This is an optimization exercise on Yosys and OpenROAD, whose aim is small area, a short achievable clock period and few clock cycles per item, not a production implementation. At most, simulation tests tie the RTL to the original design; equivalence was not proved. For runs 2 to 6, only the layout was checked, not whether the RTL still works. Power figures rest on the tool's default switching activity, not on a simulated workload.

==> flow/design.v <==
module single_divider (Clk, a_in, d_in, q_out, r_out);
input Clk;
input [7:0] a_in, d_in;
output [7:0] q_out, r_out;
wire [0:0] x0 = a_in[7:7];
wire [1:0] b_0;
wire [0:0] df_0;
assign b_0[0] = 1'b0;
assign df_0[0] = x0[0] ^ d_in[0] ^ b_0[0];
assign b_0[1] = (~x0[0] & d_in[0]) | (~(x0[0] ^ d_in[0]) & b_0[0]);
wire ge_0 = (d_in[7:1] == 0) && !b_0[1];
wire [0:0] r1 = ge_0 ? df_0 : x0;
wire [0:0] qq1 = {ge_0};
wire [6:0] aa1 = a_in[6:0];
wire [1:0] x1 = {r1, aa1[6:6]};
wire [2:0] b_1;
wire [1:0] df_1;
assign b_1[0] = 1'b0;
assign df_1[0] = x1[0] ^ d_in[0] ^ b_1[0];
assign b_1[1] = (~x1[0] & d_in[0]) | (~(x1[0] ^ d_in[0]) & b_1[0]);
assign df_1[1] = x1[1] ^ d_in[1] ^ b_1[1];
assign b_1[2] = (~x1[1] & d_in[1]) | (~(x1[1] ^ d_in[1]) & b_1[1]);
wire ge_1 = (d_in[7:2] == 0) && !b_1[2];
wire [1:0] r2 = ge_1 ? df_1 : x1;
wire [1:0] qq2 = {qq1, ge_1};
wire [5:0] aa2 = aa1[5:0];
wire [2:0] x2 = {r2, aa2[5:5]};
wire [3:0] b_2;
wire [2:0] df_2;
assign b_2[0] = 1'b0;
assign df_2[0] = x2[0] ^ d_in[0] ^ b_2[0];
assign b_2[1] = (~x2[0] & d_in[0]) | (~(x2[0] ^ d_in[0]) & b_2[0]);
assign df_2[1] = x2[1] ^ d_in[1] ^ b_2[1];
assign b_2[2] = (~x2[1] & d_in[1]) | (~(x2[1] ^ d_in[1]) & b_2[1]);
assign df_2[2] = x2[2] ^ d_in[2] ^ b_2[2];
assign b_2[3] = (~x2[2] & d_in[2]) | (~(x2[2] ^ d_in[2]) & b_2[2]);
wire ge_2 = (d_in[7:3] == 0) && !b_2[3];
wire [2:0] r3 = ge_2 ? df_2 : x2;
wire [2:0] qq3 = {qq2, ge_2};
wire [4:0] aa3 = aa2[4:0];
reg [2:0] r_p1;
always @(posedge Clk) r_p1 <= r3;
reg [4:0] a_p1;
always @(posedge Clk) a_p1 <= aa3;
reg [2:0] q_p1;
always @(posedge Clk) q_p1 <= qq3;
reg [7:0] d_p1;
always @(posedge Clk) d_p1 <= d_in;
wire [3:0] x3 = {r_p1, a_p1[4:4]};
wire [4:0] b_3;
wire [3:0] df_3;
assign b_3[0] = 1'b0;
assign df_3[0] = x3[0] ^ d_p1[0] ^ b_3[0];
assign b_3[1] = (~x3[0] & d_p1[0]) | (~(x3[0] ^ d_p1[0]) & b_3[0]);
assign df_3[1] = x3[1] ^ d_p1[1] ^ b_3[1];
assign b_3[2] = (~x3[1] & d_p1[1]) | (~(x3[1] ^ d_p1[1]) & b_3[1]);
assign df_3[2] = x3[2] ^ d_p1[2] ^ b_3[2];
assign b_3[3] = (~x3[2] & d_p1[2]) | (~(x3[2] ^ d_p1[2]) & b_3[2]);
assign df_3[3] = x3[3] ^ d_p1[3] ^ b_3[3];
assign b_3[4] = (~x3[3] & d_p1[3]) | (~(x3[3] ^ d_p1[3]) & b_3[3]);
wire ge_3 = (d_p1[7:4] == 0) && !b_3[4];
wire [3:0] r4 = ge_3 ? df_3 : x3;
wire [3:0] qq4 = {q_p1, ge_3};
wire [3:0] aa4 = a_p1[3:0];
wire [4:0] x4 = {r4, aa4[3:3]};
wire [5:0] b_4;
wire [4:0] df_4;
assign b_4[0] = 1'b0;
assign df_4[0] = x4[0] ^ d_p1[0] ^ b_4[0];
assign b_4[1] = (~x4[0] & d_p1[0]) | (~(x4[0] ^ d_p1[0]) & b_4[0]);
assign df_4[1] = x4[1] ^ d_p1[1] ^ b_4[1];
assign b_4[2] = (~x4[1] & d_p1[1]) | (~(x4[1] ^ d_p1[1]) & b_4[1]);
assign df_4[2] = x4[2] ^ d_p1[2] ^ b_4[2];
assign b_4[3] = (~x4[2] & d_p1[2]) | (~(x4[2] ^ d_p1[2]) & b_4[2]);
assign df_4[3] = x4[3] ^ d_p1[3] ^ b_4[3];
assign b_4[4] = (~x4[3] & d_p1[3]) | (~(x4[3] ^ d_p1[3]) & b_4[3]);
assign df_4[4] = x4[4] ^ d_p1[4] ^ b_4[4];
assign b_4[5] = (~x4[4] & d_p1[4]) | (~(x4[4] ^ d_p1[4]) & b_4[4]);
wire ge_4 = (d_p1[7:5] == 0) && !b_4[5];
wire [4:0] r5 = ge_4 ? df_4 : x4;
wire [4:0] qq5 = {qq4, ge_4};
wire [2:0] aa5 = aa4[2:0];
reg [4:0] r_p2;
always @(posedge Clk) r_p2 <= r5;
reg [2:0] a_p2;
always @(posedge Clk) a_p2 <= aa5;
reg [4:0] q_p2;
always @(posedge Clk) q_p2 <= qq5;
reg [7:0] d_p2;
always @(posedge Clk) d_p2 <= d_p1;
wire [5:0] x5 = {r_p2, a_p2[2:2]};
wire [6:0] b_5;
wire [5:0] df_5;
assign b_5[0] = 1'b0;
assign df_5[0] = x5[0] ^ d_p2[0] ^ b_5[0];
assign b_5[1] = (~x5[0] & d_p2[0]) | (~(x5[0] ^ d_p2[0]) & b_5[0]);
assign df_5[1] = x5[1] ^ d_p2[1] ^ b_5[1];
assign b_5[2] = (~x5[1] & d_p2[1]) | (~(x5[1] ^ d_p2[1]) & b_5[1]);
assign df_5[2] = x5[2] ^ d_p2[2] ^ b_5[2];
assign b_5[3] = (~x5[2] & d_p2[2]) | (~(x5[2] ^ d_p2[2]) & b_5[2]);
assign df_5[3] = x5[3] ^ d_p2[3] ^ b_5[3];
assign b_5[4] = (~x5[3] & d_p2[3]) | (~(x5[3] ^ d_p2[3]) & b_5[3]);
assign df_5[4] = x5[4] ^ d_p2[4] ^ b_5[4];
assign b_5[5] = (~x5[4] & d_p2[4]) | (~(x5[4] ^ d_p2[4]) & b_5[4]);
assign df_5[5] = x5[5] ^ d_p2[5] ^ b_5[5];
assign b_5[6] = (~x5[5] & d_p2[5]) | (~(x5[5] ^ d_p2[5]) & b_5[5]);
wire ge_5 = (d_p2[7:6] == 0) && !b_5[6];
wire [5:0] r6 = ge_5 ? df_5 : x5;
wire [5:0] qq6 = {q_p2, ge_5};
wire [1:0] aa6 = a_p2[1:0];
wire [6:0] x6 = {r6, aa6[1:1]};
wire [7:0] b_6;
wire [6:0] df_6;
assign b_6[0] = 1'b0;
assign df_6[0] = x6[0] ^ d_p2[0] ^ b_6[0];
assign b_6[1] = (~x6[0] & d_p2[0]) | (~(x6[0] ^ d_p2[0]) & b_6[0]);
assign df_6[1] = x6[1] ^ d_p2[1] ^ b_6[1];
assign b_6[2] = (~x6[1] & d_p2[1]) | (~(x6[1] ^ d_p2[1]) & b_6[1]);
assign df_6[2] = x6[2] ^ d_p2[2] ^ b_6[2];
assign b_6[3] = (~x6[2] & d_p2[2]) | (~(x6[2] ^ d_p2[2]) & b_6[2]);
assign df_6[3] = x6[3] ^ d_p2[3] ^ b_6[3];
assign b_6[4] = (~x6[3] & d_p2[3]) | (~(x6[3] ^ d_p2[3]) & b_6[3]);
assign df_6[4] = x6[4] ^ d_p2[4] ^ b_6[4];
assign b_6[5] = (~x6[4] & d_p2[4]) | (~(x6[4] ^ d_p2[4]) & b_6[4]);
assign df_6[5] = x6[5] ^ d_p2[5] ^ b_6[5];
assign b_6[6] = (~x6[5] & d_p2[5]) | (~(x6[5] ^ d_p2[5]) & b_6[5]);
assign df_6[6] = x6[6] ^ d_p2[6] ^ b_6[6];
assign b_6[7] = (~x6[6] & d_p2[6]) | (~(x6[6] ^ d_p2[6]) & b_6[6]);
wire ge_6 = (d_p2[7:7] == 0) && !b_6[7];
wire [6:0] r7 = ge_6 ? df_6 : x6;
wire [6:0] qq7 = {qq6, ge_6};
wire [0:0] aa7 = aa6[0:0];
reg [6:0] r_p3;
always @(posedge Clk) r_p3 <= r7;
reg [0:0] a_p3;
always @(posedge Clk) a_p3 <= aa7;
reg [6:0] q_p3;
always @(posedge Clk) q_p3 <= qq7;
reg [7:0] d_p3;
always @(posedge Clk) d_p3 <= d_p2;
wire [7:0] x7 = {r_p3, a_p3[0:0]};
wire [8:0] t_7_1 = {1'b0, x7} - {1'b0, d_p3[7:0]};
wire ge_7_1 = 1'b1 && !t_7_1[8];
wire [7:0] df_7_1 = t_7_1[7:0];
wire [7:0] r8 = ge_7_1 ? df_7_1 : x7;
wire [7:0] qq8 = {q_p3, ge_7_1};
reg [7:0] r_p4;
always @(posedge Clk) r_p4 <= r8;
reg [7:0] q_p4;
always @(posedge Clk) q_p4 <= qq8;
assign q_out = q_p4;
assign r_out = r_p4;
endmodule
`timescale 1 ns / 100 ps
module Out_of_Order_divider (clk, rst, start, memory_write_complete, dd_addr, dd_data, qr_we, qr_addr, qr_data);
input clk, rst, start;
output memory_write_complete;
output [4:0] dd_addr;
input [15:0] dd_data;
output qr_we;
output [4:0] qr_addr;
output [15:0] qr_data;
reg [5:0] cnt;
wire last = cnt[5] && (cnt[1:0] == 2'd3);
always @(posedge clk, posedge rst)
begin
  if (rst)
    cnt <= 6'd0;
  else if (last)
    cnt <= 6'd0;
  else if (start || cnt != 6'd0)
    cnt <= cnt + 6'd1;
end
wire [5:0] wcnt = cnt - 6'd4;
assign dd_addr = cnt[4:0];
assign qr_we = (cnt >= 6'd4);
assign qr_addr = wcnt[4:0];
assign memory_write_complete = last;
single_divider divider (.Clk(clk), .a_in(dd_data[15:8]), .d_in(dd_data[7:0]), .q_out(qr_data[15:8]), .r_out(qr_data[7:0]));
endmodule
==> flow/flow/run.sh <==
#!/bin/bash
set -euo pipefail
bash standard.sh BUFFER_PORTS_ARGS="-buffer_cell sky130_fd_sc_hd__buf_1" ADDER_MAP_FILE= CTS_ARGS="-sink_clustering_enable -repair_clock_nets -dont_use_dummy_load -sink_clustering_size 40 -sink_clustering_max_diameter 300 -buf_list sky130_fd_sc_hd__clkbuf_16" finish > standard.log 2>&1
==> flow/standard.sh <==
#!/bin/bash
# synth_recipe.tcl (not shown) runs the flow's synth.tcl, then flattens the netlist and writes it again
# the make line also repeats each setting of config.mk as NAME=value (left out here)
make -C /OpenROAD-flow-scripts/flow DESIGN_CONFIG=/design/flow/config.mk WORK_HOME=/design/flow/orfs CLKGATE_MAP_FILE= SYNTH_SCRIPT=/design/flow/synth_recipe.tcl "${@:-finish}"
==> flow/config.mk <==
export PLATFORM = sky130hd
export DESIGN_NAME = Out_of_Order_divider
export DESIGN_NICKNAME = Out_of_Order_divider
export VERILOG_FILES = /design/flow/design.v
export SDC_FILE = /design/flow/constraint.sdc
export NUM_CORES = 4
export LEC_CHECK = 0
export ABC_AREA = 1
export CAP_MARGIN = 20
export CORE_MARGIN = 2
export CORE_UTILIZATION = 40
export PLACE_DENSITY = 0.6
export SETUP_SLACK_MARGIN = 3.0
export SLEW_MARGIN = 20
==> flow/constraint.sdc <==
create_clock -name core_clock -period 6.0 [get_ports {clk}]
set_input_delay 1.2000 -clock core_clock [delete_from_list [all_inputs] [get_ports {clk}]]
set_output_delay 1.2000 -clock core_clock [all_outputs]
set_load 0.01 [all_outputs]
==> reports/summary.txt, run 1 <==
Mean Syn Cell Area: 8.13 µm²
FF+latch count, synth: 85
H-tree depth: 3
Rel. slew slack: 0.587
Crit path DAT: 2990 ps
Total negative slack: 0 ps
Drt first pass iters: 4
CTS Buf Count: 9
PD cells: 376 nW/µm²
Crit path launch type: input port
CP Class: input port to flop
Layout cells sized above 1: 0.111
Max Slew Vio Count: 0
Final WL: 5170 µm
Netlist Area Pre-Place: 3340 µm²
CP Capture Type: flop
Worst-skew pair later-pin latency: 330 ps
Post-synth EDFFs: 0
Initial DRC Count: 104
Nets: 479
First-pass GRT wire length: 9400 µm
Vias: 2496
GRT Total Usage: 0.133
RSZ-0062 raised after global routing: false
Yosys top cell by area: dfxtp_1
Final hold viol count: 0
Synth warn: 2
Largest net degree at the start of global routing: 18
Hold buffer count at CTS: 0
Vias in the first global route: 2323
Slew @ Worst Pin: 617 ps
Lkg Pwr: 1.80 nW
Seq/Total Area, Yosys: 0.518
Max Cap Viol: 0
Clock Tree Root: clkbuf_16
Period utilization: 0.461
Post-synth ARST share: 0.0706
IO Port Bufs: 46
Core area: 8180 µm²
Io pins: 47
Final min period: 2770 ps
Synth top area cells: dfxtp_1 (47%), nand2_1 (11%), inv_1 (5.5%), dfrtp_1 (4.5%), nor2_1 (4.3%)
Final setup vio count: 0
Netlist cell types: 37
Post-synthesis mux area share: 0
Syn Nets: 430
Max IR drop VDD: 0.000154 V
Clock Path Buffers: 2
Ant diodes: 0
Main synth FF type: dfxtp_1
Design Power: 1.44 mW
Vias/cell: 4.43
Top cell type's share of synthesized area: 0.473
Post-Synth Simple-Gate Area: 0.267
DIE AREA: 9100 µm²
Initial core utilization: 0.409
Die span in y: 95.4 µm
Post-synthesis compound-gate area fraction: 0.0797
Post-synthesis adder-cell area fraction: 0.00337
Initial antenna violation count: 0
Status: finished clean
Grt total ovfl: 0
Worst Path Max Fanout: 6
Setup WS post-layout: 3230 ps
Placed wire-length estimate: 4110 µm
Cell with the most instances after synthesis: nand2_1
Syn Inst Count: 411
CTS tree: yes
Synthesis-to-layout area growth: 14.7%
Num Clock Sinks: 85
Pre-CTS WS: 2720 ps
Wire per inst: 9.18 µm
Highest clock rate: 0.361 GHz
XOR/XNOR Fraction of Synth Area: 0.0520
Most frequent cells after synthesis: nand2_1 (101), dfxtp_1 (79), inv_1 (49), nor2_1 (38), nand3_1 (22)
Clock transition at path regs: 70 ps
Crit path required time: 6230 ps
Die width: 95.4 µm
Post-detailed-route count of antenna-violating nets: 0
HP Class: flop to flop
GPL Wtd Cong: 0.817
Clk_skew: 17.5 ps
Row count: 33
Residual DRC: 0
Largest family of logic cells by synthesized area: simple AND/OR/NAND/NOR gates
[cell type report]
type	instances	area, µm²
Inverter	55	209
Sequential cell	85	1740
Timing Repair Buffer	46	173
Tap cell	105	131
Fill cell	821	4340
Multi-Input combinational cell	263	1360
Clock buffer	9	225
[per-layer routing]
layer | up-vias | part of all wire | global-route usage | wire length [µm]
li1 | 1372 | - | - | -
met1 | 1085 | 0.43 | 0.138 | 2210
met2 | 30 | 0.52 | 0.246 | 2690
met3 | 9 | 0.034 | 0.0427 | 176
met4 | 0 | 0.018 | 0.0536 | 92
met5 | - | 0 | 0 | 0
[cells by family after synthesis]
kind of cell,Yosys count
AOI/OAI and AO/OA,46
xor gates and xnor gates,19
adders and majority gates,1
buffers and inverters,63
DFF,85
and+or+nand+nor,197
[cells in the final DEF (no fill, tap or decap), types with 2 or more instances in the layout]
cell and instances:
nand2_1 101, dfxtp_1 76, inv_1 49, buf_1 46, nor2_1 36, nand3_1 22, o21ai_0 18, a21oi_1 12
nand2_2 11, xor2_1 9, xnor2_1 9, clkbuf_16 9, or2_2 7, dfrtp_1 6, nand3b_1 5, inv_2 5
o21ai_2 3, nand2_4 3, dfxtp_2 3, nor4_1 2, nor2_2 2, o21ai_1 2, nor3_2 2, nand4_1 2
a31oi_1 2
[final timing paths]
path | start | end | slack, ps | depth (start not counted)
max | dd_data[3] | divider.r_p1[0]$_DFF_P_ | 3230 | 12
min | divider.q_p3[1]$_DFF_P_ | divider.q_p4[2]$_DFF_P_ | 320 | 0
max reg2reg | divider.d_p2[2]$_DFF_P_ | divider.r_p3[1]$_DFF_P_ | 3340 | 25
min reg2reg | divider.q_p3[1]$_DFF_P_ | divider.q_p4[2]$_DFF_P_ | 320 | 0
max in group asynchronous | rst | cnt[1]$_DFFE_PP0P_ | 5040 | 2
min in group asynchronous | rst | cnt[4]$_DFFE_PP0P_ | 750 | 2
[timing repair]
action                                 4_1_cts  5_1_grt
buffers inserted                             0        0
setup endpoints to repair                    0       19
endpoints found under the hold margin        0        0
resized for setup                            0        8
[registers in the layout, summed over array words and instances, names as in the netlist]
signal,count
divider.d_p1,8
divider.q_p4,8
divider.q_p2,5
divider.a_p3,1
divider.r_p2,5
divider.q_p1,3
divider.r_p3,7
divider.a_p1,5
divider.a_p2,3
divider.q_p3,7
divider.r_p4,8
divider.r_p1,3
divider.d_p2,8
cnt,6
divider.d_p3,8
[worst max-delay path: stages]
cell and delay [ps]:
buf_1 90, nor4_1 280, nand2_1 150, nor2_2 190
o211ai_1 130, a21oi_1 200, nor2_1 90, a21oi_1 140
o21ai_1 90, nor2_2 180, nand2_1 70, a22o_1 170
[where the power goes]
group	switching [mW]	leakage (nW)	internal [mW]	total (mW)
logic	0.200	0.962	0.119	0.320
clock network	0.173	0.111	0.262	0.435
registers	0.0429	0.731	0.642	0.684
total	0.416	1.80	1.02	1.44
[metrics by stage]
stage | area, µm² | hold WS (ps) | util | cells
floorplan | 3340 | 310 | - | 411
global placement | 3590 | 311 | 0.439 | 554
detailed placement | 3590 | 312 | 0.439 | 554
CTS | 3810 | 319 | 0.466 | 563
global route | 3830 | 333 | 0.469 | 563
finish | 3830 | 317 | 0.469 | 563
Testbench counts, summed over its fixed seeds: cycles 6,912, jobs 192.
==> run 2, diff against run 1 <==
--- a/flow/design.v
+++ b/flow/design.v
@@ -26,16 +26,9 @@
 wire [5:0] aa2 = aa1[5:0];
 wire [2:0] x2 = {r2, aa2[5:5]};
-wire [3:0] b_2;
-wire [2:0] df_2;
-assign b_2[0] = 1'b0;
-assign df_2[0] = x2[0] ^ d_in[0] ^ b_2[0];
-assign b_2[1] = (~x2[0] & d_in[0]) | (~(x2[0] ^ d_in[0]) & b_2[0]);
-assign df_2[1] = x2[1] ^ d_in[1] ^ b_2[1];
-assign b_2[2] = (~x2[1] & d_in[1]) | (~(x2[1] ^ d_in[1]) & b_2[1]);
-assign df_2[2] = x2[2] ^ d_in[2] ^ b_2[2];
-assign b_2[3] = (~x2[2] & d_in[2]) | (~(x2[2] ^ d_in[2]) & b_2[2]);
-wire ge_2 = (d_in[7:3] == 0) && !b_2[3];
-wire [2:0] r3 = ge_2 ? df_2 : x2;
-wire [2:0] qq3 = {qq2, ge_2};
+wire [3:0] t_2_1 = {1'b0, x2} - {1'b0, d_in[2:0]};
+wire ge_2_1 = (d_in[7:3] == 0) && !t_2_1[3];
+wire [2:0] df_2_1 = t_2_1[2:0];
+wire [2:0] r3 = ge_2_1 ? df_2_1 : x2;
+wire [2:0] qq3 = {qq2, ge_2_1};
 wire [4:0] aa3 = aa2[4:0];
 reg [2:0] r_p1;
==> flow/flow/run.sh (replaced) <==
#!/bin/bash
set -euo pipefail
bash standard.sh BUFFER_PORTS_ARGS="-buffer_cell sky130_fd_sc_hd__buf_1" ADDER_MAP_FILE= CTS_ARGS="-sink_clustering_enable -repair_clock_nets -dont_use_dummy_load" finish > standard.log 2>&1
==> run 2 against run 1 <==
Still clean. Synthesized cell count down 0.24%. Non-clock buffer count unchanged. First-iteration DRC count down 59%. Register-to-register slack about the same. Via count up 1.3%. Sequential share of layout area down 0.38 points. Core utilization down 2.0 points. Die area up 3.9%. Critical path depth up 1. Largest power group unchanged.
==> reports/summary.txt, run 2 <==
Status: finished clean
IO Port Bufs: 46 (unchanged)
Setup WS post-layout: 3310 ps (+79.8 ps)
Clock Path Buffers: 2 (unchanged)
Most frequent cells after synthesis: nand2_1 (81), dfxtp_1 (79), inv_1 (51), nor2_1 (32), nand2_2 (23)
Worst path slowest cell: nor4_1
Die span in y: 97.2 µm (+1.9%)
Total negative slack: 0 ps (unchanged)
Design Power: 1.33 mW (-7.7%)
Rel. slew slack: 0.487 (-0.100)
Die width: 97.2 µm (+1.9%)
Post-synth ARST share: 0.0706 (unchanged)
CTS Buf Count: 9 (unchanged)
Hold Crit Depth: 0 (unchanged)
Netlist cell types: 43 (+16%)
CTS tree: yes
Netlist Area Pre-Place: 3480 µm² (+4.0%)
PD cells: 345 nW/µm² (-8.3%)
GPL Wtd Cong: 0.787 (-3.7%)
Drt first pass iters: 4 (unchanged)
FF-to-FF path depth: 27 (+8.0%)
Final hold viol count: 0 (unchanged)
Slew @ Worst Pin: 767 ps (+150 ps)
Placed wire-length estimate: 4310 µm (+5.1%)
Yosys top cell by area: dfxtp_1
FF+latch count, synth: 85 (unchanged)
Layout cells sized above 1: 0.158 (+0.0462)
Worst Path Max Fanout: 4 (-2)
Clock transition at path regs: 90 ps (+20 ps)
Initial DRC Count: 43 (-59%)
Post-CTS setup buffers: 0 (unchanged)
Nets: 478 (-0.21%)
Num Clock Sinks: 85 (unchanged)
Ant diodes: 0 (unchanged)
Post-detailed-route count of antenna-violating nets: 0 (unchanged)
Cell with the most instances after synthesis: nand2_1
Buf/Inv on CP: 3 (+2)
Final min period: 2690 ps (-79.8 ps)
CP Depth: 13 (+1)
Synth top area cells: dfxtp_1 (45%), nand2_1 (8.7%), inv_1 (5.5%), dfrtp_1 (4.3%), nand2_2 (4.1%)
Vias/cell: 4.47 (+0.92%)
Grt total ovfl: 0 (unchanged)
Final setup vio count: 0 (unchanged)
Worst-path cell chain: buf_1 -> nor4_1 -> inv_1 -> nor3_2 -> o211ai_1 -> nand2_1 -> nand2_1 -> a21oi_1 -> o21ai_0 -> nand3_1 -> inv_1 -> nand2_1 -> o21ai_0
GRT Total Usage: 0.122 (-0.0106)
Top cell type's share of synthesized area: 0.455 (-0.0184)
Io pins: 47 (unchanged)
Clk_skew: 30.9 ps (+13.4 ps)
Row count: 34 (+3.0%)
Pre-CTS WS: 2780 ps (+53.6 ps)
Wire per inst: 9.41 µm (+2.5%)
Initial core utilization: 0.405 (-0.00415)
First-pass GRT wire length: 9490 µm (+0.96%)
Slowest stage delay, CP: 330 ps (+50 ps)
Vias in the first global route: 2412 (+3.8%)
Main synth FF type: dfxtp_1
Synthesis-to-layout area growth: 10.9%
Syn Inst Count: 410 (-0.24%)
Clock Tree Root: clkbuf_8
# fillers: 864 (+5.2%)
Cell Area, Placed: 3730 µm² (+3.9%)
Lkg Pwr: 1.81 nW (+0.40%)
Most common cell after layout, fill and taps aside: nand2_1
Max Slew Vio Count: 0 (unchanged)
Crit path launch type: input port
DIE AREA: 9450 µm² (+3.9%)
H-tree depth: 3 (unchanged)
Mean Syn Cell Area: 8.48 µm² (+4.3%)
Vias: 2528 (+1.3%)
HP Class: flop to flop
Initial antenna violation count: 0 (unchanged)
Seq/Total Area, Yosys: 0.498 (-0.0201)
RSZ-0062 raised after global routing: false
Highest clock rate: 0.372 GHz (+3.0%)
Max IR drop VDD: 0.000132 V (-14%)
Max Cap Viol: 0 (unchanged)
Synth warn: 2 (unchanged)
CP Capture Type: flop
Worst-skew pair later-pin latency: 360 ps (+30 ps)
Crit path required time: 6220 ps (about the same)
Commonest cells after routing, fill and taps aside: nand2_1 (81), dfxtp_1 (79), inv_1 (51)
Core area: 8590 µm² (+5.1%)
Post-synth EDFFs: 0 (unchanged)
Period utilization: 0.448 (-0.0133)
Syn Nets: 429 (-0.23%)
CP Class: input port to flop
CP dominant cell by count: nand2_1
Crit path max-delay family: simple AND/OR/NAND/NOR gates
Design Area, Final: 3860 µm² (+0.62%)
Crit path DAT: 2910 ps (-80 ps)
Largest net degree at the start of global routing: 17 (-1)
Final WL: 5320 µm (+2.9%)
Residual DRC: 0 (unchanged)
==> run 2: path summary, 6_finish.rpt <==
check                                          end                     from  slack (ps)
setup / recovery           divider.r_p1[1]$_DFF_P_               dd_data[3]        3310
max in group asynchronous       cnt[2]$_DFFE_PP0P_                      rst        5080
setup reg to reg           divider.r_p3[4]$_DFF_P_  divider.d_p2[0]$_DFF_P_        3350
min in group asynchronous       cnt[5]$_DFFE_PP0P_                      rst         720
hold reg to reg            divider.q_p2[2]$_DFF_P_  divider.q_p1[0]$_DFF_P_         320
hold / removal             divider.q_p2[2]$_DFF_P_  divider.q_p1[0]$_DFF_P_         320
==> run 2: power by group <==
part / switching, mW / leakage (nW) / internal, mW / total, mW
registers: 0.0429 / 0.731 / 0.642 / 0.685
clock network: 0.163 / 0.0647 / 0.134 / 0.297
logic: 0.217 / 1.02 / 0.130 / 0.347
==> run 2: cell families (layout without fill, tap and decap cells) <==
kind of cell,after synthesis,in the layout,synth area share
fa+ha+maj,2,2,0.00612
xor+xnor,21,21,0.0551
buf+inv,67,114,0.0817
flops,85,85,0.498
simple gates,191,191,0.282
compound gates,44,44,0.0774
==> run 2: area by class of cell <==
| type | instances | area (µm²) | area share |
|---|---|---|---|
| sequential | 85 | 1730 | 0.449 |
| multi-input combinational | 258 | 1470 | 0.380 |
| inverter | 59 | 226 | 0.0587 |
| timing repair buffer | 46 | 173 | 0.0448 |
| tap | 108 | 135 | 0.0350 |
| clock buffer | 9 | 124 | 0.0321 |
==> run 2: per-layer routing <==
layer,part of all wire,GRT usage,vias up
li1,-,-,1359
met5,0,0,-
met2,0.52,0.230,30
met1,0.43,0.121,1132
met3,0.035,0.0259,7
met4,0.018,0.0769,0
==> run 2: timing repair <==
| action | in CTS | in global routing |
|---|---|---|
| endpoints found under the setup margin | 0 | 2 |
| hold buffers | 0 | 0 |
| gates resized for setup | 0 | 1 |
==> run 2: stage by stage <==
stage | util | hold WS, ps | cells
3_3_place_gp | 0.434 | 313 | 556
3_5_place_dp | 0.434 | 312 | 556
6_report | 0.449 | 323 | 565
4_1_cts | 0.448 | 328 | 565
2_1_floorplan | - | 310 | 410
5_1_grt | 0.449 | 318 | 565
==> run 3, diff against run 2 <==
--- a/flow/design.v
+++ b/flow/design.v
@@ -4,24 +4,16 @@
 output [7:0] q_out, r_out;
 wire [0:0] x0 = a_in[7:7];
-wire [1:0] b_0;
-wire [0:0] df_0;
-assign b_0[0] = 1'b0;
-assign df_0[0] = x0[0] ^ d_in[0] ^ b_0[0];
-assign b_0[1] = (~x0[0] & d_in[0]) | (~(x0[0] ^ d_in[0]) & b_0[0]);
-wire ge_0 = (d_in[7:1] == 0) && !b_0[1];
-wire [0:0] r1 = ge_0 ? df_0 : x0;
-wire [0:0] qq1 = {ge_0};
+wire [1:0] t_0_1 = {1'b0, x0} - {1'b0, d_in[0:0]};
+wire ge_0_1 = (d_in[7:1] == 0) && !t_0_1[1];
+wire [0:0] df_0_1 = t_0_1[0:0];
+wire [0:0] r1 = ge_0_1 ? df_0_1 : x0;
+wire [0:0] qq1 = {ge_0_1};
 wire [6:0] aa1 = a_in[6:0];
 wire [1:0] x1 = {r1, aa1[6:6]};
-wire [2:0] b_1;
-wire [1:0] df_1;
-assign b_1[0] = 1'b0;
-assign df_1[0] = x1[0] ^ d_in[0] ^ b_1[0];
-assign b_1[1] = (~x1[0] & d_in[0]) | (~(x1[0] ^ d_in[0]) & b_1[0]);
-assign df_1[1] = x1[1] ^ d_in[1] ^ b_1[1];
-assign b_1[2] = (~x1[1] & d_in[1]) | (~(x1[1] ^ d_in[1]) & b_1[1]);
-wire ge_1 = (d_in[7:2] == 0) && !b_1[2];
-wire [1:0] r2 = ge_1 ? df_1 : x1;
-wire [1:0] qq2 = {qq1, ge_1};
+wire [2:0] t_1_1 = {1'b0, x1} - {1'b0, d_in[1:0]};
+wire ge_1_1 = (d_in[7:2] == 0) && !t_1_1[2];
+wire [1:0] df_1_1 = t_1_1[1:0];
+wire [1:0] r2 = ge_1_1 ? df_1_1 : x1;
+wire [1:0] qq2 = {qq1, ge_1_1};
 wire [5:0] aa2 = aa1[5:0];
 wire [2:0] x2 = {r2, aa2[5:5]};
@@ -133,7 +125,6 @@
 always @(posedge Clk) d_p3 <= d_p2;
 wire [7:0] x7 = {r_p3, a_p3[0:0]};
-wire [8:0] t_7_1 = {1'b0, x7} - {1'b0, d_p3[7:0]};
-wire ge_7_1 = 1'b1 && !t_7_1[8];
-wire [7:0] df_7_1 = t_7_1[7:0];
+wire ge_7_1 = 1'b1 && (x7 >= d_p3[7:0]);
+wire [7:0] df_7_1 = x7 - d_p3[7:0];
 wire [7:0] r8 = ge_7_1 ? df_7_1 : x7;
 wire [7:0] qq8 = {q_p3, ge_7_1};
==> run 3 against run 2 <==
Sequential cell count unchanged. Die area up 2.5%. Critical path depth up 2. Synthesized cell count up 3.2%. Clock skew down 15 ps. First-iteration DRC count up 19%. Register-to-register slack about the same. Still clean. Fmax down 0.22%. Global-route usage down 0.31 points. Worst hold slack about the same.
==> reports/summary.txt, run 3 <==
Die width: 98.4 µm (+1.2%)
First-pass GRT wire length: 9370 µm (-1.2%)
Yosys top cell by area: dfxtp_1
Period utilization: 0.449 (+0.000970)
Clk_skew: 16.0 ps (-14.9 ps)
Post-CTS setup buffers: 0 (unchanged)
Syn Inst Count: 423 (+3.2%)
Main synth FF type: dfxtp_1
Num Clock Sinks: 85 (unchanged)
Drt first pass iters: 4 (unchanged)
FF+latch count, synth: 85 (unchanged)
Initial core utilization: 0.411 (+0.00641)
Most common cell after layout, fill and taps aside: dfxtp_1
Highest clock rate: 0.371 GHz (-0.22%)
Final hold viol count: 0 (unchanged)
Max Cap Viol: 0 (unchanged)
Top cell type's share of synthesized area: 0.443 (-0.0115)
Post-synth EDFFs: 0 (unchanged)
Pre-CTS WS: 2650 ps (-130 ps)
Core area: 8680 µm² (+0.99%)
Final WL: 5350 µm (+0.49%)
Placed wire-length estimate: 4360 µm (+1.1%)
Worst Path Max Fanout: 5 (+1)
Initial antenna violation count: 0 (unchanged)
Clock Path Buffers: 2 (unchanged)
Io pins: 47 (unchanged)
H-tree depth: 3 (unchanged)
Synth warn: 2 (unchanged)
Initial DRC Count: 51 (+19%)
Slew @ Worst Pin: 593 ps (-174 ps)
Row count: 34 (unchanged)
Mean Syn Cell Area: 8.43 µm² (-0.56%)
Crit path required time: 6210 ps (about the same)
Rel. slew slack: 0.604 (+0.118)
Synth top area cells: dfxtp_1 (44%), nand2_1 (8.2%), inv_1 (5.3%), nor2_1 (4.3%), dfrtp_1 (4.2%)
Post-synth ARST share: 0.0706 (unchanged)
Final min period: 2690 ps (+5.82 ps)
Netlist Area Pre-Place: 3570 µm² (+2.6%)
Wire per inst: 9.25 µm (-1.8%)
Nets: 491 (+2.7%)
Vias: 2598 (+2.8%)
GRT Total Usage: 0.119 (-0.00310)
Cell with the most instances after synthesis: dfxtp_1
Commonest cells after routing, fill and taps aside: dfxtp_1 (79), nand2_1 (78), inv_1 (50)
Die span in y: 98.4 µm (+1.2%)
Setup WS post-layout: 3310 ps (-5.82 ps)
Max Slew Vio Count: 0 (unchanged)
CP Class: input port to flop
IO Port Bufs: 46 (unchanged)
Seq/Total Area, Yosys: 0.485 (-0.0126)
CTS tree: yes
Clock Tree Root: clkbuf_8
Status: finished clean
Post-detailed-route count of antenna-violating nets: 0 (unchanged)
Lkg Pwr: 1.86 nW (+2.5%)
DIE AREA: 9690 µm² (+2.5%)
Vias/cell: 4.49 (+0.46%)
Max IR drop VDD: 0.000124 V (-6.5%)
GPL Wtd Cong: 0.762 (-3.2%)
Vias in the first global route: 2368 (-1.8%)
CTS Buf Count: 9 (unchanged)
Final setup vio count: 0 (unchanged)
Clock transition at path regs: 70 ps (-20 ps)
HP Class: flop to flop
Inst Count DP: 569 (+2.3%)
Synthesis-to-layout area growth: 11.0% (about the same)
Netlist cell types: 48 (+12%)
Crit path DAT: 2910 ps (about the same)
Ant diodes: 0 (unchanged)
Non-filler cells, final: 578 (+2.3%)
Syn Nets: 442 (+3.0%)
Residual DRC: 0 (unchanged)
# fillers: 915 (+5.9%)
RSZ-0062 raised after global routing: false
Total negative slack: 0 ps (unchanged)
Crit path launch type: input port
CP Capture Type: flop
Most frequent cells after synthesis: dfxtp_1 (79), nand2_1 (78), inv_1 (50), nor2_1 (41), nand2_2 (21)
Grt total ovfl: 0 (unchanged)
Layout cells sized above 1: 0.172 (+0.0148)
Largest net degree at the start of global routing: 16 (-1)
PD cells: 339 nW/µm² (-1.5%)
Worst-skew pair later-pin latency: 340 ps (-20 ps)
run 3: changes by cell type after synthesis, moves of 2 or more:
cell      delta
nor2_1       +9
o21ai_1      +5
a21oi_1      -3
nand2_1      -3
nand3b_1     -3
inv_2        +2
nand2_2      -2
nand3_1      -2
nor2_2       +2
nor3_1       +2
run 3: logic make-up (layout without fill, tap and decap cells):
kind of cell,after synthesis,in the layout,share of synthesized area
AND/OR/NAND/NOR,200,200,0.293
buffers and inverters,69,116,0.0828
adder cells (fa/ha/maj),1,1,0.00316
flip-flops,85,85,0.485
AO/OA/AOI/OAI,48,48,0.0845
XOR/XNOR,20,20,0.0512
run 3: worst max-delay path, cell delays in order:
cell,delay (ps)
buf_1,90
nor3_2,190
nand2_1,110
nor2_1,100
inv_1,60
nor2_2,120
a21boi_1,100
o21ai_1,190
o21ai_1,100
inv_1,80
nand2_1,80
o211ai_1,110
nand2_1,130
o21ai_1,140
o21ai_0,90
run 3: power breakdown:
group | switching, mW | total [mW] | internal (mW) | leakage [nW]
Sequential | 0.0452 | 0.685 | 0.639 | 0.730
Combinational | 0.227 | 0.362 | 0.135 | 1.06
Clock | 0.162 | 0.296 | 0.134 | 0.0647
run 3: through the flow:
step / power [mW] / hold WS [ps] / util / area (µm²)
floorplan: 1.00 / 310 / - / 3570
CTS: 1.36 / 329 / 0.454 / 3940
global route: 1.44 / 335 / 0.456 / 3960
detailed placement: 1.06 / 314 / 0.440 / 3820
finish: 1.34 / 322 / 0.456 / 3960
global placement: 1.05 / 313 / 0.440 / 3820
run 3: cell type report:
cell class	instances	area, µm²	area share
sequential	85	1730	0.437
clock buffer	9	124	0.0313
multi-input combinational	269	1560	0.393
timing repair buffer	46	173	0.0436
inverter	61	238	0.0601
tap	108	135	0.0341
run 3: path summary, 6_finish.rpt:
path / from / end / slack [ps] / depth (start not counted)
min: divider.a_p1[0]$_DFF_P_ / divider.a_p2[0]$_DFF_P_ / 320 / 0
max in group asynchronous: rst / cnt[1]$_DFFE_PP0P_ / 5050 / 2
min in group asynchronous: rst / cnt[3]$_DFFE_PP0P_ / 740 / 2
max: dd_data[5] / divider.r_p1[0]$_DFF_P_ / 3310 / 15
min reg2reg: divider.a_p1[0]$_DFF_P_ / divider.a_p2[0]$_DFF_P_ / 320 / 0
max reg2reg: divider.d_p2[0]$_DFF_P_ / divider.r_p3[6]$_DFF_P_ / 3350 / 27
run 3: routing by layer:
metal / routed length [µm] / part of all wire / track usage
met1: 2290 / 0.43 / 0.121
met3: 211 / 0.039 / 0.0390
met5: 0 / 0 / 0
met2: 2730 / 0.51 / 0.219
met4: 117 / 0.022 / 0.0580
run 3: repair_timing:
item,4_1_cts,5_1_grt
resized for setup,0,8
endpoints found under the setup margin,0,12
hold buffers,0,0
==> run 4, diff against run 3 <==
--- a/flow/design.v
+++ b/flow/design.v
@@ -4,33 +4,48 @@
 output [7:0] q_out, r_out;
 wire [0:0] x0 = a_in[7:7];
-wire [1:0] t_0_1 = {1'b0, x0} - {1'b0, d_in[0:0]};
-wire ge_0_1 = (d_in[7:1] == 0) && !t_0_1[1];
-wire [0:0] df_0_1 = t_0_1[0:0];
-wire [0:0] r1 = ge_0_1 ? df_0_1 : x0;
-wire [0:0] qq1 = {ge_0_1};
+wire [1:0] b_0;
+wire [0:0] df_0;
+assign b_0[0] = 1'b0;
+assign df_0[0] = x0[0] ^ d_in[0] ^ b_0[0];
+assign b_0[1] = (~x0[0] & d_in[0]) | (~(x0[0] ^ d_in[0]) & b_0[0]);
+wire ge_0 = (d_in[7:1] == 0) && !b_0[1];
+wire [0:0] r1 = ge_0 ? df_0 : x0;
+wire [0:0] qq1 = {ge_0};
 wire [6:0] aa1 = a_in[6:0];
 wire [1:0] x1 = {r1, aa1[6:6]};
-wire [2:0] t_1_1 = {1'b0, x1} - {1'b0, d_in[1:0]};
-wire ge_1_1 = (d_in[7:2] == 0) && !t_1_1[2];
-wire [1:0] df_1_1 = t_1_1[1:0];
-wire [1:0] r2 = ge_1_1 ? df_1_1 : x1;
-wire [1:0] qq2 = {qq1, ge_1_1};
+wire [2:0] b_1;
+wire [1:0] df_1;
+assign b_1[0] = 1'b0;
+assign df_1[0] = x1[0] ^ d_in[0] ^ b_1[0];
+assign b_1[1] = (~x1[0] & d_in[0]) | (~(x1[0] ^ d_in[0]) & b_1[0]);
+assign df_1[1] = x1[1] ^ d_in[1] ^ b_1[1];
+assign b_1[2] = (~x1[1] & d_in[1]) | (~(x1[1] ^ d_in[1]) & b_1[1]);
+wire ge_1 = (d_in[7:2] == 0) && !b_1[2];
+wire [1:0] r2 = ge_1 ? df_1 : x1;
+wire [1:0] qq2 = {qq1, ge_1};
 wire [5:0] aa2 = aa1[5:0];
-wire [2:0] x2 = {r2, aa2[5:5]};
-wire [3:0] t_2_1 = {1'b0, x2} - {1'b0, d_in[2:0]};
-wire ge_2_1 = (d_in[7:3] == 0) && !t_2_1[3];
-wire [2:0] df_2_1 = t_2_1[2:0];
-wire [2:0] r3 = ge_2_1 ? df_2_1 : x2;
-wire [2:0] qq3 = {qq2, ge_2_1};
-wire [4:0] aa3 = aa2[4:0];
-reg [2:0] r_p1;
-always @(posedge Clk) r_p1 <= r3;
-reg [4:0] a_p1;
-always @(posedge Clk) a_p1 <= aa3;
-reg [2:0] q_p1;
-always @(posedge Clk) q_p1 <= qq3;
+reg [1:0] r_p1;
+always @(posedge Clk) r_p1 <= r2;
+reg [5:0] a_p1;
+always @(posedge Clk) a_p1 <= aa2;
+reg [1:0] q_p1;
+always @(posedge Clk) q_p1 <= qq2;
 reg [7:0] d_p1;
 always @(posedge Clk) d_p1 <= d_in;
-wire [3:0] x3 = {r_p1, a_p1[4:4]};
+wire [2:0] x2 = {r_p1, a_p1[5:5]};
+wire [3:0] b_2;
+wire [2:0] df_2;
+assign b_2[0] = 1'b0;
+assign df_2[0] = x2[0] ^ d_p1[0] ^ b_2[0];
+assign b_2[1] = (~x2[0] & d_p1[0]) | (~(x2[0] ^ d_p1[0]) & b_2[0]);
+assign df_2[1] = x2[1] ^ d_p1[1] ^ b_2[1];
+assign b_2[2] = (~x2[1] & d_p1[1]) | (~(x2[1] ^ d_p1[1]) & b_2[1]);
+assign df_2[2] = x2[2] ^ d_p1[2] ^ b_2[2];
+assign b_2[3] = (~x2[2] & d_p1[2]) | (~(x2[2] ^ d_p1[2]) & b_2[2]);
+wire ge_2 = (d_p1[7:3] == 0) && !b_2[3];
+wire [2:0] r3 = ge_2 ? df_2 : x2;
+wire [2:0] qq3 = {q_p1, ge_2};
+wire [4:0] aa3 = a_p1[4:0];
+wire [3:0] x3 = {r3, aa3[4:4]};
 wire [4:0] b_3;
 wire [3:0] df_3;
@@ -46,6 +61,6 @@
 wire ge_3 = (d_p1[7:4] == 0) && !b_3[4];
 wire [3:0] r4 = ge_3 ? df_3 : x3;
-wire [3:0] qq4 = {q_p1, ge_3};
-wire [3:0] aa4 = a_p1[3:0];
+wire [3:0] qq4 = {qq3, ge_3};
+wire [3:0] aa4 = aa3[3:0];
 wire [4:0] x4 = {r4, aa4[3:3]};
 wire [5:0] b_4;
==> run 4 against run 3 <==
Highest routed layer unchanged. Clock power about the same. Largest power group unchanged. Register-to-register slack worse by 20 ps. First-iteration DRC count grew 12%. Sequential cell count down 1. Largest cell class is now multi-input gates. Sequential share of layout area fell by 2.3 points. Synthesized cell count increased by 6.9%. Critical path depth up 9.
==> reports/summary.txt, run 4 <==
Status: finished clean
Crit path DAT: 2900 ps (about the same)
Initial DRC Count: 57 (+12%)
Main synth FF type: dfxtp_1
First-pass GRT wire length: 11000 µm (+18%)
Synthesis-to-layout area growth: 10.5%
Grt met2 use: 0.237 (+0.0182)
Syn Nets: 471 (+6.6%)
Vias in the first global route: 2618 (+11%)
Clk_skew: 18.8 ps (+2.81 ps)
Reg-to-reg slack, setup: 3330 ps (-20 ps)
Ant diodes: 0 (unchanged)
Nets: 520 (+5.9%)
End of the critical path: divider.r_p2[1]$_DFF_P_
FF-to-FF path depth: 24 (-11%)
Post-CTS setup buffers: 0 (unchanged)
Post-synth ARST share: 0.0714 (+0.000840)
Highest clock rate: 0.375 GHz (+0.92%)
Max Slew Vio Count: 0 (unchanged)
Row count: 35 (+2.9%)
Initial antenna violation count: 0 (unchanged)
Total negative slack: 0 ps (unchanged)
Die span in y: 101 µm (+2.4%)
Setup WS post-layout: 3330 ps (+24.4 ps)
Clock Tree Root: clkbuf_8
Worst Path Max Fanout: 7 (+2)
Most common cell after layout, fill and taps aside: nand2_1
Crit path required time: 6240 ps (+30 ps)
FF+latch count, synth: 84 (-1.2%)
GR peak layer: met2
GRT met1 Usage: 0.154 (+0.0332)
Cell with the most instances after synthesis: nand2_1
IO Port Bufs: 46 (unchanged)
Pre-CTS WS: 3240 ps (+594 ps)
Worst-skew pair later-pin latency: 350 ps (about the same)
GPL Wtd Cong: 0.849 (+11%)
Final WL: 6190 µm (+16%)
Crit Reg-Reg Endpoint: divider.r_p2[1]$_DFF_P_
Final setup vio count: 0 (unchanged)
Rel. slew slack: 0.576 (-0.0286)
Clock Path Buffers: 2 (unchanged)
Placed wire-length estimate: 5040 µm (+16%)
Final min period: 2670 ps (-24.4 ps)
Netlist Area Pre-Place: 3750 µm² (+5.2%)
Mean Syn Cell Area: 8.30 µm² (-1.6%)
Drt first pass iters: 5 (+1)
Final hold viol count: 0 (unchanged)
CTS Buf Count: 9 (unchanged)
Largest net degree at the start of global routing: 16 (unchanged)
Core Util, Final: 0.453 (-0.00340)
WHS: 327 ps (+4.62 ps)
Hold buffer count at CTS: 0 (unchanged)
CP Capture Type: flop
Vias/cell: 4.50 (+0.15%)
Design Power: 1.35 mW (+0.14%)
Synth top area cells: dfxtp_1 (42%), nand2_1 (8.5%), nand2_2 (5.5%), inv_1 (5.2%), nand2_4 (5.1%)
Yosys top cell by area: dfxtp_1
GRT Total Usage: 0.137 (+0.0180)
Lkg Pwr: 2.00 nW (+7.5%)
Core area: 9150 µm² (+5.5%)
Synth warn: 2 (unchanged)
Num Clock Sinks: 84 (-1.2%)
Max Cap Viol: 0 (unchanged)
RSZ-0062 raised after global routing: true
Syn Inst Count: 452 (+6.9%)
Clock transition at path regs: 70 ps (about the same)
CTS tree: yes
Netlist cell types: 43 (-10%)
Post-detailed-route count of antenna-violating nets: 0 (unchanged)
Layout cells sized above 1: 0.206 (+0.0341)
Vias: 2746 (+5.7%)
Crit. Startpoint: divider.d_p1[2]$_DFF_P_
Post-synth EDFFs: 0 (unchanged)
Io pins: 47 (unchanged)
Crit path launch type: flop
PD cells: 325 nW/µm² (-4.3%)
Residual DRC: 0 (unchanged)
Grt met3 use: 0.0451 (+0.00607)
DIE AREA: 10200 µm² (+4.9%)
HP Class: flop to flop
Grt total ovfl: 0 (unchanged)
Worst r2r src: divider.d_p1[2]$_DFF_P_
Most frequent cells after synthesis: nand2_1 (85), dfxtp_1 (78), inv_1 (52), nor2_1 (41), nand2_2 (33)
Seq/Total Area, Yosys: 0.456 (-0.0291)
CP Class: flop to flop
Die width: 101 µm (+2.4%)
Max IR drop VDD: 0.0000973 V (-21%)
H-tree depth: 3 (unchanged)
Slew @ Worst Pin: 634 ps (+40.6 ps)
Commonest cells after routing, fill and taps aside: nand2_1 (84), dfxtp_1 (75), inv_1 (52)
Period utilization: 0.445 (-0.00407)
Wire per inst: 10.1 µm (+9.7%)
Initial core utilization: 0.410 (-0.00120)
Top cell type's share of synthesized area: 0.416 (-0.0271)
==> run 4: layout make-up <==
class                      count  area, µm²
fill                         915       5010
multi-input combinational    295       1740
sequential                    84       1720
inverter                      65        251
timing repair buffer          46        173
tap                          111        139
clock buffer                   9        124
==> run 4: worst min path at each step <==
stage                                        from                      end  slack [ps]  depth (start not counted)
after floorplan           divider.a_p1[0]$_DFF_P_  divider.a_p2[0]$_DFF_P_         310                          0
after global placement    divider.q_p2[0]$_DFF_P_  divider.q_p3[2]$_DFF_P_         310                          0
after detailed placement  divider.q_p3[6]$_DFF_P_  divider.q_p4[7]$_DFF_P_         310                          0
after CTS                 divider.a_p1[2]$_DFF_P_  divider.a_p2[2]$_DFF_P_         330                          0
after global routing      divider.a_p1[2]$_DFF_P_  divider.a_p2[2]$_DFF_P_         340                          0
final                     divider.a_p1[2]$_DFF_P_  divider.a_p2[2]$_DFF_P_         330                          0
==> run 4: layer usage <==
metal / vias up / part of all wire
met4: 0 / 0.029
met5: - / 0
li1: 1495 / -
met1: 1185 / 0.45
met3: 16 / 0.038
met2: 50 / 0.49
==> run 4: cell families (layout without fill, tap and decap cells) <==
family	Yosys count	after routing	share of synthesized area
xor+xnor	20	20	0.0487
simple gates	236	236	0.339
flops	84	84	0.456
compound gates	39	39	0.0741
buf+inv	73	120	0.0824
==> run 4: what timing repair did <==
item	CTS	global route
gates resized for setup	0	7
endpoints found under the hold margin	0	0
endpoints found under the setup margin	0	16
==> run 4: critical path, stage by stage, from the launching register on <==
cell and delay [ps]:
dfxtp_1 490, inv_2 110, nor2_1 190, nor3_4 70
nand2_2 100, nand2_1 100, nand2_2 90, nand2_1 80
nand2_4 80, nand2_2 60, nand2_4 70, nand2_4 60
nand2_4 100, inv_2 50, nand2_1 50, nand2_1 80
nor2_1 160, inv_2 60, and2_4 140, nand2_2 60
nand2_2 60, nand2_4 80, nand2_4 70, nand2_1 70
nand2_1 50
==> run 4: metrics by stage <==
stage          std cells  cell area [µm²]
4_1_cts              610             4130
2_1_floorplan        452             3750
5_1_grt              610             4140
3_5_place_dp         601             4010
6_report             610             4140
3_3_place_gp         601             4010
==> run 4: where the power goes <==
group | switching (mW) | total (mW) | internal [mW]
combinational | 0.232 | 0.370 | 0.137
clock | 0.161 | 0.295 | 0.134
sequential | 0.0471 | 0.680 | 0.633
total | 0.441 | 1.35 | 0.904
==> run 5, diff against run 4 <==
--- a/flow/design.v
+++ b/flow/design.v
@@ -161,17 +161,22 @@
 output [15:0] qr_data;
 reg [5:0] cnt;
-wire last = cnt[5] && (cnt[1:0] == 2'd3);
+reg run;
+wire last = run && (cnt == 6'd35);
 always @(posedge clk, posedge rst)
 begin
-  if (rst)
+  if (rst) begin
     cnt <= 6'd0;
-  else if (last)
+    run <= 1'b0;
+  end else if (last) begin
     cnt <= 6'd0;
-  else if (start || cnt != 6'd0)
+    run <= 1'b0;
+  end else if (start || run) begin
     cnt <= cnt + 6'd1;
+    run <= 1'b1;
+  end
 end
 wire [5:0] wcnt = cnt - 6'd4;
 assign dd_addr = cnt[4:0];
-assign qr_we = (cnt >= 6'd4);
+assign qr_we = run && (cnt >= 6'd4);
 assign qr_addr = wcnt[4:0];
 assign memory_write_complete = last;
==> flow/flow/run.sh (replaced) <==
#!/bin/bash
# The standard layout, with every input and output port buffered by a
# sky130_fd_sc_hd__buf_1 instead of the resizer's default choice.
set -euo pipefail
bash standard.sh BUFFER_PORTS_ARGS="-buffer_cell sky130_fd_sc_hd__buf_1" ADDER_MAP_FILE= finish > standard.log 2>&1
--- a/flow/config.mk
+++ b/flow/config.mk
@@ -6,9 +6,7 @@
 export NUM_CORES = 4
 export LEC_CHECK = 0
-export ABC_AREA = 1
 export CAP_MARGIN = 20
 export CORE_MARGIN = 2
 export CORE_UTILIZATION = 40
 export PLACE_DENSITY = 0.6
-export SETUP_SLACK_MARGIN = 3.0
 export SLEW_MARGIN = 20
==> run 5 against run 4 <==
Still clean on timing, DRC and antenna. Setup slack got worse by 1700 ps. Worst hold slack got worse by 9.1 ps. Synthesized cell count decreased by 5.5%. Count of clock-buffer cells in the layout increased by 1. Global-route usage increased by 1.8 points. Sequential power increased by 4.1%. Largest cell class unchanged.
==> reports/summary.txt, run 5 <==
Status: finished clean
Residual DRC: 0 (unchanged)
Clock Tree Root: clkbuf_8
First-pass GRT wire length: 12800 µm (+16%)
Row count: 35 (unchanged)
Total negative slack: 0 ps (unchanged)
Crit path max-delay family: simple AND/OR/NAND/NOR gates
CP Depth: 13 (-46%)
Hold Crit Depth: 0 (unchanged)
Reg-to-reg slack, setup: 1650 ps (-1680 ps)
Vias in the first global route: 2911 (+11%)
Num Clock Sinks: 85 (+1.2%)
Logic pwr share: 0.238 (-0.037)
HP Class: flop to flop
Design Power: 1.47 mW (+9.6%)
Placed wire-length estimate: 5660 µm (+12%)
Non-filler cells, final: 599 (-1.8%)
Post-CTS resize count: 0 (unchanged)
Die width: 102 µm (+1.4%)
FF-to-FF path depth: 13 (-46%)
Highest clock rate: 0.230 GHz (-39%)
Io pins: 47 (unchanged)
Netlist Area Pre-Place: 3860 µm² (+3.0%)
Lkg Pwr: 1.62 nW (-19%)
Top cell type's share of synthesized area: 0.404 (-0.0120)
Mean Syn Cell Area: 9.05 µm² (+9.0%)
Drt first pass iters: 4 (-1)
Rel. slew slack: 0.408 (-0.167)
Final WL: 7530 µm (+22%)
Area of the multi-input gates: 1930 µm² (+11%)
PD cells: 343 nW/µm² (+5.6%)
Final hold viol count: 0 (unchanged)
Post-synth EDFFs: 0 (unchanged)
Seq/Total Area, Yosys: 0.450 (-0.00668)
Post-detailed-route count of antenna-violating nets: 0 (unchanged)
# fillers: 925 (+1.1%)
Vias: 3101 (+13%)
Ant diodes: 0 (unchanged)
Core area: 9280 µm² (+1.4%)
H-tree depth: 3 (unchanged)
Final setup vio count: 0 (unchanged)
Max IR drop VDD: 0.000117 V (+20%)
Most common cell after layout, fill and taps aside: dfxtp_1
Layout cells sized above 1: 0.0617 (-0.145)
Synth top area cells: dfxtp_1 (40%), xnor2_1 (8.4%), dfrtp_1 (4.5%), nor2_1 (3.5%), nand2_1 (3.3%)
Hold buffer count at CTS: 0 (unchanged)
Die span in y: 102 µm (+1.4%)
Wire per inst: 12.6 µm (+24%)
CP Class: flop to flop
Clk_skew: 14.4 ps (-4.42 ps)
FF+latch area: 1740 µm² (+1.1%)
Grt total ovfl: 0 (unchanged)
Commonest cells after routing, fill and taps aside: dfxtp_1 (78), buf_1 (46), xnor2_1 (37)
Worst-skew pair later-pin latency: 350 ps (about the same)
Cell with the most instances after synthesis: dfxtp_1
Yosys top cell by area: dfxtp_1
Slowest stage delay, CP: 730 ps (+240 ps)
Reg power frac: 0.480 (-0.026)
Vias/cell: 5.18 (+15%)
Clock network fraction of design power: 0.282 (+0.062)
Worst Path Max Fanout: 12 (+5)
DIE AREA: 10500 µm² (+2.8%)
Most frequent cells after synthesis: dfxtp_1 (78), xnor2_1 (37), nor2_1 (36), nand2_1 (34), inv_1 (23)
Period utilization: 0.724 (+0.280)
Synth warn: 2 (unchanged)
Worst r2r src: divider.d_p1[6]$_DFF_P_
Main synth FF type: dfxtp_1
Max Cap Viol: 0 (unchanged)
Clock Path Buffers: 2 (unchanged)
Inst Count DP: 583 (-3.0%)
Syn Nets: 446 (-5.3%)
GRT Total Usage: 0.155 (+0.0182)
Post-synth ARST share: 0.0824 (+0.0109)
Largest net degree at the start of global routing: 19 (+3)
Crit path required time: 6280 ps (+40 ps)
Internal power: 1.00 mW (+11%)
Slew @ Worst Pin: 887 ps (+253 ps)
CTS Buf Count: 9 (unchanged)
Switching share of power: 0.319 (-0.00894)
Final min period: 4350 ps (+1680 ps)
Netlist cell types: 64 (+49%)
Syn Inst Count: 427 (-5.5%)
Crit path launch type: flop
NetSw: 470 µW (+6.6%)
Hold EP: divider.q_p4[1]$_DFF_P_
Synthesis-to-layout area growth: 11.4%
Nets: 484 (-6.9%)
Worst-path cell chain: nor3_2 -> nand2_1 -> a21oi_1 -> mux2i_1 -> and4_1 -> o21ai_1 -> inv_1 -> a21oi_1 -> or3_1 -> maj3_1 -> o211ai_2 -> mux2i_1 -> xnor2_1
Initial DRC Count: 135 (+140%)
CTS tree: yes
Clock transition at path regs: 90 ps (+20 ps)
IO Port Bufs: 46 (unchanged)
RSZ-0062 raised after global routing: false
Initial antenna violation count: 0 (unchanged)
Crit Reg-Reg Endpoint: divider.r_p2[1]$_DFF_P_
Max Slew Vio Count: 0 (unchanged)
CP Capture Type: flop
Worst path slowest cell: a21oi_1
FF+latch count, synth: 85 (+1.2%)
GPL Wtd Cong: 0.912 (+7.4%)
Crit path DAT: 4630 ps (+1730 ps)
Initial core utilization: 0.416 (+0.00619)
Post-CTS setup buffers: 0 (unchanged)
Min-Delay Startpoint: divider.q_p3[0]$_DFF_P_
Buf/Inv on CP: 1 (-2)
-- run 5: changes by cell type in the layout (fill, tap and decap cells not counted), sizes merged, moves of 9 or more --
cell	previous run	this run
nand3	29	15
xnor2	10	37
nand2	135	35
inv	65	28
o211ai	1	10
a21oi	7	21
nor2	46	36
-- run 5: metrics by stage --
step                utilization  setup WS, ps  instance area (µm²)  hold WS, ps
floorplan                     -          2580                 3860          310
global placement          0.441          1910                 4090          310
detailed placement        0.441          1700                 4090          312
CTS                       0.464          1690                 4300          322
global route              0.464          1260                 4300          323
finish                    0.464          1650                 4300          318
-- run 5: power groups by stage --
| stage | registers, mW | clock network, mW | logic (mW) |
|---|---|---|---|
| floorplan | 0.715 | 0 | 0.293 |
| global route | 0.725 | 0.454 | 0.401 |
| finish | 0.708 | 0.416 | 0.351 |
| detailed placement | 0.722 | 0 | 0.353 |
| CTS | 0.709 | 0.433 | 0.354 |
| global placement | 0.720 | 0 | 0.345 |
-- run 5: area by class of cell --
type	instances	area share
flip-flops and latches	85	0.403
clock buffers	10	0.0320
repair buffers	46	0.0401
multi-input cells	299	0.449
clock inverters	6	0.0169
inverters	24	0.0209
well taps	129	0.0375
-- run 5: worst reg2reg max path: stages (launching register included) --
cell and delay [ps]:
dfxtp_1 330, nor3_2 530, nand2_1 200, a21oi_1 730, mux2i_1 370, and4_1 290
o21ai_1 110, inv_1 180, a21oi_1 130, or3_1 380, maj3_1 380, o211ai_2 250
mux2i_1 260, xnor2_1 130
-- run 5: logic make-up after synthesis --
group	share of synthesized area
xor gates and xnor gates	0.104
muxes	0.0224
adders and majority gates	0.0155
and+or+nand+nor	0.181
buffers and inverters	0.0499
DFF	0.450
AOI/OAI and AO/OA	0.177
-- run 5: routing by layer --
layer / GRT usage / up-vias / wire (µm)
met5: 0 / - / 0
met4: 0.0738 / 0 / 211
met3: 0.0383 / 17 / 361
met2: 0.276 / 92 / 3770
met1: 0.174 / 1422 / 3190
li1: - / 1570 / -
-- run 5: how the worst max path moves through the flow --
stage | slack [ps] | startpoint | end
3_5_place_dp | 1700 | divider.d_p1[6]$_DFF_P_ | divider.r_p2[1]$_DFF_P_
6_report | 1650 | divider.d_p1[6]$_DFF_P_ | divider.r_p2[1]$_DFF_P_
5_1_grt | 1260 | divider.d_p1[6]$_DFF_P_ | divider.r_p2[1]$_DFF_P_
3_3_place_gp | 1910 | divider.d_p1[6]$_DFF_P_ | divider.r_p2[1]$_DFF_P_
4_1_cts | 1690 | divider.d_p1[6]$_DFF_P_ | divider.r_p2[1]$_DFF_P_
2_1_floorplan | 2580 | divider.d_p1[6]$_DFF_P_ | divider.r_p2[1]$_DFF_P_
==> run 6, diff against run 5 <==
--- a/flow/design.v
+++ b/flow/design.v
@@ -110,24 +110,8 @@
 wire [1:0] aa6 = a_p2[1:0];
 wire [6:0] x6 = {r6, aa6[1:1]};
-wire [7:0] b_6;
-wire [6:0] df_6;
-assign b_6[0] = 1'b0;
-assign df_6[0] = x6[0] ^ d_p2[0] ^ b_6[0];
-assign b_6[1] = (~x6[0] & d_p2[0]) | (~(x6[0] ^ d_p2[0]) & b_6[0]);
-assign df_6[1] = x6[1] ^ d_p2[1] ^ b_6[1];
-assign b_6[2] = (~x6[1] & d_p2[1]) | (~(x6[1] ^ d_p2[1]) & b_6[1]);
-assign df_6[2] = x6[2] ^ d_p2[2] ^ b_6[2];
-assign b_6[3] = (~x6[2] & d_p2[2]) | (~(x6[2] ^ d_p2[2]) & b_6[2]);
-assign df_6[3] = x6[3] ^ d_p2[3] ^ b_6[3];
-assign b_6[4] = (~x6[3] & d_p2[3]) | (~(x6[3] ^ d_p2[3]) & b_6[3]);
-assign df_6[4] = x6[4] ^ d_p2[4] ^ b_6[4];
-assign b_6[5] = (~x6[4] & d_p2[4]) | (~(x6[4] ^ d_p2[4]) & b_6[4]);
-assign df_6[5] = x6[5] ^ d_p2[5] ^ b_6[5];
-assign b_6[6] = (~x6[5] & d_p2[5]) | (~(x6[5] ^ d_p2[5]) & b_6[5]);
-assign df_6[6] = x6[6] ^ d_p2[6] ^ b_6[6];
-assign b_6[7] = (~x6[6] & d_p2[6]) | (~(x6[6] ^ d_p2[6]) & b_6[6]);
-wire ge_6 = (d_p2[7:7] == 0) && !b_6[7];
-wire [6:0] r7 = ge_6 ? df_6 : x6;
-wire [6:0] qq7 = {qq6, ge_6};
+wire ge_6_1 = (d_p2[7:7] == 0) && (x6 >= d_p2[6:0]);
+wire [6:0] df_6_1 = x6 - d_p2[6:0];
+wire [6:0] r7 = ge_6_1 ? df_6_1 : x6;
+wire [6:0] qq7 = {qq6, ge_6_1};
 wire [0:0] aa7 = aa6[0:0];
 reg [6:0] r_p3;
@@ -161,22 +145,17 @@
 output [15:0] qr_data;
 reg [5:0] cnt;
-reg run;
-wire last = run && (cnt == 6'd35);
+wire last = cnt[5] && (cnt[1:0] == 2'd3);
 always @(posedge clk, posedge rst)
 begin
-  if (rst) begin
+  if (rst)
     cnt <= 6'd0;
-    run <= 1'b0;
-  end else if (last) begin
+  else if (last)
     cnt <= 6'd0;
-    run <= 1'b0;
-  end else if (start || run) begin
+  else if (start || cnt != 6'd0)
     cnt <= cnt + 6'd1;
-    run <= 1'b1;
-  end
 end
 wire [5:0] wcnt = cnt - 6'd4;
 assign dd_addr = cnt[4:0];
-assign qr_we = run && (cnt >= 6'd4);
+assign qr_we = (cnt >= 6'd4);
 assign qr_addr = wcnt[4:0];
 assign memory_write_complete = last;
==> flow/flow/run.sh (replaced) <==
#!/bin/bash
set -euo pipefail
bash standard.sh BUFFER_PORTS_ARGS="-buffer_cell sky130_fd_sc_hd__buf_1" ADDER_MAP_FILE= CTS_ARGS="-sink_clustering_enable -repair_clock_nets -dont_use_dummy_load" finish > standard.log 2>&1
--- a/flow/config.mk
+++ b/flow/config.mk
@@ -6,7 +6,9 @@
 export NUM_CORES = 4
 export LEC_CHECK = 0
+export ABC_AREA = 1
 export CAP_MARGIN = 20
 export CORE_MARGIN = 2
 export CORE_UTILIZATION = 40
 export PLACE_DENSITY = 0.6
+export SETUP_SLACK_MARGIN = 3.0
 export SLEW_MARGIN = 20
==> run 6 against run 5 <==
Power fell by 7.6%. Global-route usage fell by 1.9 points. First-iteration DRC count fell by 60%. Clock skew rose by 7.5 ps. Critical path depth rose by 9. Non-clock buffer count rose by 1. Combinational power rose by 8.0%. Core utilization fell by 0.43 points. Setup slack improved by 1700 ps. Wire length fell by 18%. Synthesized cell count rose by 7.0%. Die area fell by 5.6%. Critical path type unchanged. Highest routed layer unchanged.
==> reports/summary.txt, run 6 <==
Nets: 524 (+8.3%)
Cell Area, Placed: 3860 µm² (-5.6%)
Slew @ Worst Pin: 527 ps (-360 ps)
Lkg Pwr: 1.94 nW (+19%)
Post-CTS setup buffers: 0 (unchanged)
Setup WS post-layout: 3320 ps (+1660 ps)
CTS Buf Count: 9 (unchanged)
Non-filler cells, final: 611 (+2.0%)
Seq/Total Area, Yosys: 0.471 (+0.0211)
Initial antenna violation count: 0 (unchanged)
Max Cap Viol: 0 (unchanged)
Hold EP: divider.a_p2[1]$_DFF_P_
Period utilization: 0.447 (-0.277)
Crit Reg-Reg Endpoint: divider.r_p3[5]$_DFF_P_
FF+latch count, synth: 84 (-1.2%)
Final min period: 2680 ps (-1660 ps)
Max Slew Vio Count: 0 (unchanged)
Netlist cell types: 40 (-38%)
Placed wire-length estimate: 4930 µm (-13%)
H-tree depth: 3 (unchanged)
Netlist Area Pre-Place: 3640 µm² (-5.9%)
Design Power: 1.36 mW (-7.6%)
Io pins: 47 (unchanged)
Synth top area cells: dfxtp_1 (43%), nand2_1 (9.6%), inv_1 (6.3%), nor2_1 (5.0%), dfrtp_1 (4.1%)
Clock Tree Root: clkbuf_8
Final WL: 6200 µm (-18%)
Rel. slew slack: 0.639 (+0.231)
Crit path launch type: flop
DIE AREA: 9870 µm² (-5.6%)
Crit path required time: 6220 ps (-60 ps)
Yosys top cell by area: dfxtp_1
Mean Syn Cell Area: 7.96 µm² (-12%)
Residual DRC: 0 (unchanged)
Die width: 99.3 µm (-2.9%)
Cell with the most instances after synthesis: nand2_1
Post-synth ARST share: 0.0714 (-0.0109)
Crit path DAT: 2910 ps (-1720 ps)
Status: finished clean
# fillers: 866 (-6.4%)
Vias in the first global route: 2622 (-9.9%)
Max IR drop VDD: 0.000134 V (+15%)
Layout cells sized above 1: 0.137 (+0.0755)
Core area: 8760 µm² (-5.6%)
Synth warn: 2 (unchanged)
Drt first pass iters: 4 (unchanged)
Worst-skew pair later-pin latency: 360 ps (about the same)
Post-synth EDFFs: 0 (unchanged)
Syn Nets: 476 (+6.7%)
CP Class: flop to flop
## run 6: repair_timing
action,4_1_cts,5_1_grt
gates resized for setup,0,9
setup endpoints to repair,0,9
hold buffers,0,0
## run 6: layer usage
layer	vias up	GRT usage	wire length (µm)
li1	1510	-	-
met1	1217	0.157	2840
met2	37	0.238	3050
met3	6	0.0457	222
met4	0	0.0485	86
met5	-	0	0
## run 6: area by class of cell
class,instances,area [µm²],area share
flip-flops and latches,84,1720,0.427
multi-input cells,296,1620,0.402
inverters,67,251,0.0625
well taps,108,135,0.0336
repair buffers,47,180,0.0448
clock buffers,9,124,0.0308
## run 6: power by group
group	total (mW)	switching (mW)	internal (mW)	leakage (nW)
logic	0.379	0.239	0.140	1.15
clock network	0.300	0.165	0.134	0.0647
registers	0.684	0.0481	0.636	0.723
total	1.36	0.453	0.910	1.94
## run 6: worst max path at each step
stage / from / slack (ps) / cells after the start / to
after global placement: divider.r_p3[0]$_DFF_P_ / 3150 / 15 / divider.r_p4[0]$_DFF_P_
after floorplan: divider.d_p1[0]$_DFF_P_ / 3650 / 25 / divider.r_p2[4]$_DFF_P_
after CTS: divider.r_p3[0]$_DFF_P_ / 3090 / 15 / divider.r_p4[4]$_DFF_P_
final: divider.d_p2[0]$_DFF_P_ / 3320 / 22 / divider.r_p3[5]$_DFF_P_
after detailed placement: divider.r_p3[0]$_DFF_P_ / 3120 / 15 / divider.r_p4[0]$_DFF_P_
after global routing: divider.d_p1[0]$_DFF_P_ / 3000 / 27 / divider.r_p2[1]$_DFF_P_
## run 6: critical path, stage by stage, from the launching register on
cell and delay [ps]:
dfxtp_1 400, inv_1 80, nor2_1 110, nand2_1 90, o21ai_2 90, nand2_2 60, o21ai_2 70, nand2_1 80
o21ai_2 80, nand2_2 70, nand2_2 120, nand2_4 110, nand2_2 100, xor2_1 180, nand2_1 100, a21oi_2 230
o21ai_2 90, nand2_1 60, nand2_1 80, nand2_4 140, inv_1 100, nand2_1 60, nand2_1 40
## run 6: cell families after synthesis
| family | count (synthesis) | share of synthesized area |
|---|---|---|
| flops | 84 | 0.471 |
| simple gates | 217 | 0.281 |
| buf+inv | 77 | 0.0912 |
| compound gates | 53 | 0.0922 |
| xor+xnor | 26 | 0.0647 |

Setup slack of run 6, layout unchanged: 3.316 ns with ideal ports, 3.316 ns with driving cells assumed (clock clkbuf_16, inputs buf_2), 3.316 ns with port delays also shifted by the 0.369 ns mid clock arrival.
